From an optimization exercise on the open Yosys and OpenROAD flow, aimed at small area, a short achievable clock period and few clock cycles per item; shortcuts taken in it are not production practice.
In this exercise RTL edits were held to simulation tests only and were not proved equivalent to the original.
Power and IR drop assume default switching activity.

==> flow/design.v <==
`timescale          1ns/1ps
`default_nettype    none
module MS_DMAC_AHBL (
    input   wire    HCLK,
    input   wire    HRESETn,
    output  wire    IRQ,
    input wire          HSEL,
    input wire [31:0]   HADDR,
    input wire [1:0]    HTRANS,
    input wire          HWRITE,
    input wire          HREADY,
    input wire [31:0]   HWDATA,
    input wire [2:0]    HSIZE,
    output wire         HREADYOUT,
    output wire [31:0]  HRDATA,
    output wire [31:0]  M_HADDR,
    output wire [1:0]   M_HTRANS,
    output wire [2:0] 	M_HSIZE,
    output wire         M_HWRITE,
    output wire [31:0]  M_HWDATA,
    input wire          M_HREADY,
    input wire [31:0]   M_HRDATA
);
    reg         we_ctrl, we_saddr, we_daddr, we_size, we_trig;
    wire [15:0] a = HADDR[15:0];
    wire        a_ctrl  = (a == 16'h00);
    wire        a_stat  = (a == 16'h04);
    wire        a_saddr = (a == 16'h08);
    wire        a_daddr = (a == 16'h0C);
    wire        a_size  = (a == 16'h10);
    wire        a_trig  = (a == 16'h14);
    wire        a_none  = ~(a_ctrl | a_stat | a_saddr | a_daddr | a_size | a_trig);
    wire        wr_ap   = HSEL & HWRITE & HTRANS[1];
    always @(posedge HCLK) begin
        if (HREADY) begin
            we_ctrl  <= wr_ap & a_ctrl;
            we_saddr <= wr_ap & a_saddr;
            we_daddr <= wr_ap & a_daddr;
            we_size  <= wr_ap & a_size;
            we_trig  <= wr_ap & a_trig;
        end
    end
    reg [31:0]  CTRL_REG;
    reg [31:0]  SADDR_REG;
    reg [31:0]  DADDR_REG;
    reg [15:0]  SIZE_REG;
    reg         TRIG_REG;
    reg         done_r;
    reg         irq_r;
    wire        done_set;
    wire [31:0] ctrl_nx  = we_ctrl  ? HWDATA        : CTRL_REG;
    wire [31:0] saddr_nx = we_saddr ? HWDATA        : SADDR_REG;
    wire [31:0] daddr_nx = we_daddr ? HWDATA        : DADDR_REG;
    wire [15:0] size_nx  = we_size  ? HWDATA[15:0]  : SIZE_REG;
    wire        trig_nx  = we_trig  ? HWDATA[0]     : (TRIG_REG & ~done_set);
    wire        done_nx  = we_trig  ? 1'b0          : (done_r | done_set);
    wire        irq_nx   = done_nx & ctrl_nx[0];
    always @(posedge HCLK or negedge HRESETn)
        if (~HRESETn) begin
            CTRL_REG  <= 32'h0;
            SADDR_REG <= 32'h0;
            DADDR_REG <= 32'h0;
            SIZE_REG  <= 16'h0;
            TRIG_REG  <= 1'b0;
            done_r    <= 1'b0;
            irq_r     <= 1'b0;
        end else begin
            CTRL_REG  <= ctrl_nx;
            SADDR_REG <= saddr_nx;
            DADDR_REG <= daddr_nx;
            SIZE_REG  <= size_nx;
            TRIG_REG  <= trig_nx;
            done_r    <= done_nx;
            irq_r     <= irq_nx;
        end
    wire        EN        = CTRL_REG[0];
    wire [1:0]  SRC_TYPE  = CTRL_REG[17:16];
    wire        SRC_AI    = CTRL_REG[18];
    wire [1:0]  DEST_TYPE = CTRL_REG[25:24];
    wire        DEST_AI   = CTRL_REG[26];
    assign IRQ = irq_r;
    reg [31:0]  rdata_r;
    always @(posedge HCLK)
        rdata_r <= ({32{a_ctrl}}  & ctrl_nx)
                 | ({32{a_stat}}  & {31'h0, irq_nx})
                 | ({32{a_saddr}} & saddr_nx)
                 | ({32{a_daddr}} & daddr_nx)
                 | ({32{a_size}}  & {16'h0, size_nx})
                 | ({32{a_trig}}  & {31'h0, trig_nx})
                 | ({32{a_none}}  & 32'hDEADBEEF);
    assign HRDATA    = rdata_r;
    assign HREADYOUT = 1'b1;
    reg         s_r0;        
    reg         s_rd;        
    reg         s_wn;        
    reg         s_wp;        
    reg         s_wf;        
    reg         s_bub;       
    reg         s_fdp;       
    reg         htrans_r;
    reg         hwrite_r;
    reg [1:0]   hsize_r;
    reg [15:0]  rem;         
    reg         last;        
    wire        last_nx;
    reg [31:0]  cur;         
    reg [31:0]  alt;         
    wire idle  = ~(s_r0 | s_rd | s_wn | s_wp | s_wf | s_bub | s_fdp);
    wire rdy   = M_HREADY;
    wire start = idle & trig_nx & ctrl_nx[0];
    wire n_r0  = start;
    wire n_rd  = rdy ? ((s_r0 & ~last) | s_wn)  : s_rd;
    wire n_wn  = rdy ? (s_rd & ~last)           : s_wn;
    wire n_wp  = rdy ? (s_rd & last)            : s_wp;
    wire n_wf  = rdy ? (s_wp | s_bub)           : s_wf;
    wire n_bub = rdy ? (s_r0 & last)            : s_bub;
    wire n_fdp = rdy ? s_wf                     : s_fdp;
    wire n_r0h = ~rdy & s_r0;
    assign done_set = s_fdp & rdy;
    always @(posedge HCLK or negedge HRESETn)
        if (~HRESETn) begin
            s_r0     <= 1'b0;
            s_rd     <= 1'b0;
            s_wn     <= 1'b0;
            s_wp     <= 1'b0;
            s_wf     <= 1'b0;
            s_bub    <= 1'b0;
            s_fdp    <= 1'b0;
            htrans_r <= 1'b0;
            hwrite_r <= 1'b0;
        end else begin
            s_r0     <= n_r0 | n_r0h;
            s_rd     <= n_rd;
            s_wn     <= n_wn;
            s_wp     <= n_wp;
            s_wf     <= n_wf;
            s_bub    <= n_bub;
            s_fdp    <= n_fdp;
            htrans_r <= n_r0 | n_r0h | n_rd | n_wn | n_wp | n_wf;
            hwrite_r <= n_wn | n_wp | n_wf;
        end
    wire n_wr   = n_wn | n_wp | n_wf;
    wire n_swap = ((n_r0 | n_r0h) & last_nx) | n_rd | n_wn;
    wire n_incr = ((n_r0 | n_r0h) & ~last_nx) | n_wp;
    wire [1:0]  n_typ = n_wr ? ctrl_nx[25:24] : ctrl_nx[17:16];
    wire        n_ai  = n_wr ? ctrl_nx[26]    : ctrl_nx[18];
    reg         op_swap, op_incr;
    reg [3:0]   step;
    always @(posedge HCLK or negedge HRESETn)
        if (~HRESETn) begin
            op_swap <= 1'b0;
            op_incr <= 1'b0;
        end else begin
            op_swap <= n_swap;
            op_incr <= n_incr;
        end
    always @(posedge HCLK) begin
        hsize_r <= n_typ;
        step    <= n_ai ? (4'h1 << n_typ) : 4'h0;
    end
    wire is_rd = s_r0 | s_rd;
    wire swap  = rdy & op_swap;
    wire incr  = rdy & op_incr;
    wire [31:0] nxt = cur + {28'h0, step};
    wire [15:0] rem_nx  = idle ? SIZE_REG : (rdy & is_rd) ? rem - 16'h1 : rem;
    assign      last_nx = idle ? (SIZE_REG == 16'h0) : (rdy & is_rd) ? (rem == 16'h1) : last;
    always @(posedge HCLK) begin
        rem  <= rem_nx;
        last <= last_nx;
        if (idle) begin
            cur  <= SADDR_REG;
            alt  <= DADDR_REG;
        end else if (swap) begin
            cur <= alt;
            alt <= nxt;
        end else if (incr)
            cur <= nxt;
    end
    reg         dp_r, dp_r0, dp_w;
    reg [31:0]  qa, qb;
    always @(posedge HCLK)
        if (rdy) begin
            dp_r  <= htrans_r & ~hwrite_r;
            dp_r0 <= s_r0;
            dp_w  <= htrans_r &  hwrite_r;
        end
    always @(posedge HCLK) begin
        if (dp_r & dp_r0)
            qa <= M_HRDATA;
        else if (dp_w & rdy)
            qa <= qb;
        if (dp_r & ~dp_r0)
            qb <= M_HRDATA;
    end
    assign M_HADDR  = cur;
    assign M_HTRANS = {htrans_r, 1'b0};
    assign M_HWRITE = hwrite_r;
    assign M_HSIZE  = {1'b0, hsize_r};
    assign M_HWDATA = qa;
endmodule
clock: 7.0 ns
lec_check: 0
abc_clock_period_in_ps: 2500
cap_margin: 20
core_margin: 2
core_utilization: 40
cts_cluster_diameter: 100
cts_cluster_size: 25
setup_slack_margin: 4.5
slew_margin: 20
tns_end_percent: 100
standard.sh (not shown) runs the stock make flow with config.mk's settings and CLKGATE_MAP_FILE= SYNTH_SCRIPT=/design/flow/synth_recipe.tcl, a recipe that flattens the netlist after the stock synthesis.
==> flow/flow/run.sh <==
#!/bin/bash
# Standard layout, with every port buffered by the smallest buffer
# (timing repair resizes them where it needs to).
set -euo pipefail
export BUFFER_PORTS_ARGS="-buffer_cell sky130_fd_sc_hd__buf_1"
bash standard.sh synth > synth.log 2>&1
bash standard.sh > layout.log 2>&1
Testbench counts at the start, summed over its fixed seeds: cycles 100,757, items 25,289.
==> next run, changes <==
CTS_CLUSTER_DIAMETER = not set   (was 100)
CTS_CLUSTER_SIZE = not set   (was 25)
GPL_TIMING_DRIVEN = 0   (was not set)
What happened:
- hold slack is about the same
- critical path depth does not change
- cell area increases by 5.5%
- wire length increases by 5.9%
- via count increases by 4.0%
- area after synthesis is unchanged
- worst setup slack loses 0.057 ns
- total power increases by 16%
- non-clock buffer count increases by 48
==> next run, changes <==
==> flow/run.sh (new file) <==
#!/bin/bash
# synth_recipe.tcl (not shown) runs the flow's synth.tcl, then flattens the netlist and writes it again
# the make line also repeats each setting of config.mk as NAME=value (left out here)
make -C /OpenROAD-flow-scripts/flow DESIGN_CONFIG=/design/flow/config.mk WORK_HOME=/design/flow/orfs CLKGATE_MAP_FILE= SYNTH_SCRIPT=/design/flow/synth_recipe.tcl finish
CORE_UTILIZATION = 65   (was 40)
GPL_TIMING_DRIVEN = not set   (was 0)
PLACE_DENSITY = 0.75   (was not set)
removed: flow/flow/run.sh
removed: flow/standard.sh
Result:
- The changed run went through all stages and came out clean
- wire length came out lower by 2.9%
- cell area is higher by 2.0%
- core utilization grows by 34 points
- hold slack barely changes
- non-clock buffer count came out lower by 35
- die area decreases by 38%
==> next run, changes <==
CORE_UTILIZATION = 40   (was 65)
PLACE_DENSITY = not set   (was 0.75)
What happened: Routed wire length is higher slightly; clock skew hardly moves; sequential share of layout area came out lower by 0.51 points; utilization drops by 33 points; total power climbs slightly; die area rises by well over a third.

Starts from the design.v that is shown in full above.
==> flow/config.mk <==
export PLATFORM = sky130hd
export DESIGN_NAME = MS_DMAC_AHBL
export DESIGN_NICKNAME = MS_DMAC_AHBL
export VERILOG_FILES = /design/flow/design.v
export SDC_FILE = /design/flow/constraint.sdc
export NUM_CORES = 4
export LEC_CHECK = 0
export ABC_CLOCK_PERIOD_IN_PS = 2500
export CAP_MARGIN = 20
export CORE_MARGIN = 2
export CORE_UTILIZATION = 40
export CTS_CLUSTER_DIAMETER = 60
export CTS_CLUSTER_SIZE = 30
export SETUP_SLACK_MARGIN = 4.5
export SLEW_MARGIN = 20
export TNS_END_PERCENT = 100
==> flow/constraint.sdc <==
create_clock -name core_clock -period 7.0 [get_ports {HCLK}]
set_input_delay 1.4000 -clock core_clock [delete_from_list [all_inputs] [get_ports {HCLK}]]
set_output_delay 1.4000 -clock core_clock [all_outputs]
set_load 0.01 [all_outputs]
==> flow/flow/run.sh <==
#!/bin/bash
# Standard layout, with every port buffered by the smallest buffer
# (timing repair resizes them where it needs to).
set -euo pipefail
export BUFFER_PORTS_ARGS="-buffer_cell sky130_fd_sc_hd__buf_1"
bash standard.sh synth > synth.log 2>&1
bash standard.sh > layout.log 2>&1
The starting point produced a clean layout.
Testbench counts at the start, summed over its fixed seeds: cycles 100,757, items 25,289.
Next try:
==> flow/run.sh (new file) <==
#!/bin/bash
# synth_recipe.tcl (not shown) runs the flow's synth.tcl, then flattens the netlist and writes it again
# the make line also repeats each setting of config.mk as NAME=value (left out here)
make -C /OpenROAD-flow-scripts/flow DESIGN_CONFIG=/design/flow/config.mk WORK_HOME=/design/flow/orfs CLKGATE_MAP_FILE= SYNTH_SCRIPT=/design/flow/synth_recipe.tcl finish
ABC_CLOCK_PERIOD_IN_PS = 2000   (was 2500)
CTS_CLUSTER_DIAMETER = not set   (was 60)
CTS_CLUSTER_SIZE = not set   (was 30)
SETUP_SLACK_MARGIN = 5   (was 4.5)
removed: flow/flow/run.sh
removed: flow/standard.sh
Effect:
- critical path depth does not change
- cell area rises by about a fifth
- flip-flop and latch count does not change
- utilization increases by 11 points
- hold slack is about the same
- synthesized area is unchanged
- first-iteration DRC count rose by roughly a tenth
- final cell count rose by a few percent
- non-clock buffer count went up by 93
- total power increases by about a fifth
- maximum frequency climbs slightly
Next try:
==> flow/flow/run.sh (new file) <==
#!/bin/bash
# Standard layout, with every port buffered by the smallest buffer
# (timing repair resizes them where it needs to).
set -euo pipefail
export BUFFER_PORTS_ARGS="-buffer_cell sky130_fd_sc_hd__buf_1"
bash standard.sh synth > synth.log 2>&1
bash standard.sh > layout.log 2>&1
==> flow/standard.sh (new file) <==
#!/bin/bash
# synth_recipe.tcl (not shown) runs the flow's synth.tcl, then flattens the netlist and writes it again
# the make line also repeats each setting of config.mk as NAME=value (left out here)
make -C /OpenROAD-flow-scripts/flow DESIGN_CONFIG=/design/flow/config.mk WORK_HOME=/design/flow/orfs CLKGATE_MAP_FILE= SYNTH_SCRIPT=/design/flow/synth_recipe.tcl "${@:-finish}"
ABC_CLOCK_PERIOD_IN_PS = 2500   (was 2000)
CORE_UTILIZATION = 55   (was 40)
CTS_CLUSTER_DIAMETER = 100   (was not set)
CTS_CLUSTER_SIZE = 25   (was not set)
SETUP_SLACK_MARGIN = 4.5   (was 5)
removed: flow/run.sh
=> The changed run went through all stages and came out clean; wire length goes down by about 20%; worst hold slack is about the same; cell area is lower by about 22%.
Next try:
CORE_UTILIZATION = 40   (was 55)
CTS_CLUSTER_DIAMETER = 120   (was 100)
CTS_CLUSTER_SIZE = 28   (was 25)
=> Non-clock buffer count stays the same; critical path depth decreases by 7; total power increases slightly; maximum frequency is lower slightly; sequential cell count does not change; area after synthesis is unchanged.
Next try:
CORE_UTILIZATION = 68   (was 40)
CTS_CLUSTER_DIAMETER = 100   (was 120)
CTS_CLUSTER_SIZE = 25   (was 28)
Effect: The new run went through all stages and came out clean. Wire length fell by 5.8%. Design area fell by 1.5%. Die area fell by 40%.
Next try:
CORE_UTILIZATION = 40   (was 68)
SETUP_SLACK_MARGIN = 4.4   (was 4.5)
What happened: Clock-buffer cell count stays the same; die area grows by 68%; design area is about the same; wire length grows by 7.3%; via count shrinks by 2.3%; final cell count grows by 11%; register-to-register slack degrades by 0.03 ns; worst hold slack improves by 0.0086 ns; first-iteration DRC count shrinks by 16%.

-- static timing again, ports no longer ideal --
In the flow no input, the clock included, has a driving cell. The finished layouts below were timed again as built, in two steps.
Step 1 assumes that a clkbuf_16 drives the clock port and a buf_2 every other input.
Step 2 also shifts input and output timing later by t, the mid clock arrival at the registers, as if the neighbouring blocks saw the same clock.
Three values: no drivers, after step 1, after step 2; two values: the first two.
| run | t, ns | setup slack, ns | worst setup path after step 2 | worst register clock-pin slew, ns | worst slew at a driven data input, ns |
|---|---|---|---|---|---|
| the first run of note 1 | 0.557 | 4.446 / 4.396 / 3.975 | input to register | 0.10 / 0.10 | 0.07 |
| the second run of note 1 | 0.569 | 4.388 / 4.336 / 3.974 | input to register | 0.06 / 0.06 | 0.07 |
| the third run of note 1 | 0.603 | 4.368 / 4.320 / 3.900 | input to register | 0.07 / 0.07 | 0.07 |
| the fourth run of note 1 | 0.570 | 4.433 / 4.382 / 3.967 | input to register | 0.06 / 0.06 | 0.07 |
| the first run of note 2 | 0.596 | 4.401 / 4.354 / 3.983 | input to register | 0.09 / 0.09 | 0.07 |
| the second run of note 2 | 0.569 | 4.419 / 4.366 / 3.971 | input to register | 0.07 / 0.07 | 0.07 |
| the third run of note 2 | 0.559 | 4.473 / 4.422 / 3.939 | input to register | 0.11 / 0.11 | 0.09 |
| the fourth run of note 2 | 0.561 | 4.434 / 4.384 / 3.914 | input to register | 0.12 / 0.12 | 0.06 |
| the fifth run of note 2 | 0.554 | 4.441 / 4.392 / 3.958 | input to register | 0.10 / 0.10 | 0.05 |
| the sixth run of note 2 | 0.570 | 4.378 / 4.326 / 3.923 | input to register | 0.11 / 0.11 | 0.08 |
After both steps setup and hold are still met in every run listed. The setup slack of the third run of note 2, which loses most, moves by -0.051 ns with the drivers and by -0.534 ns with both steps.
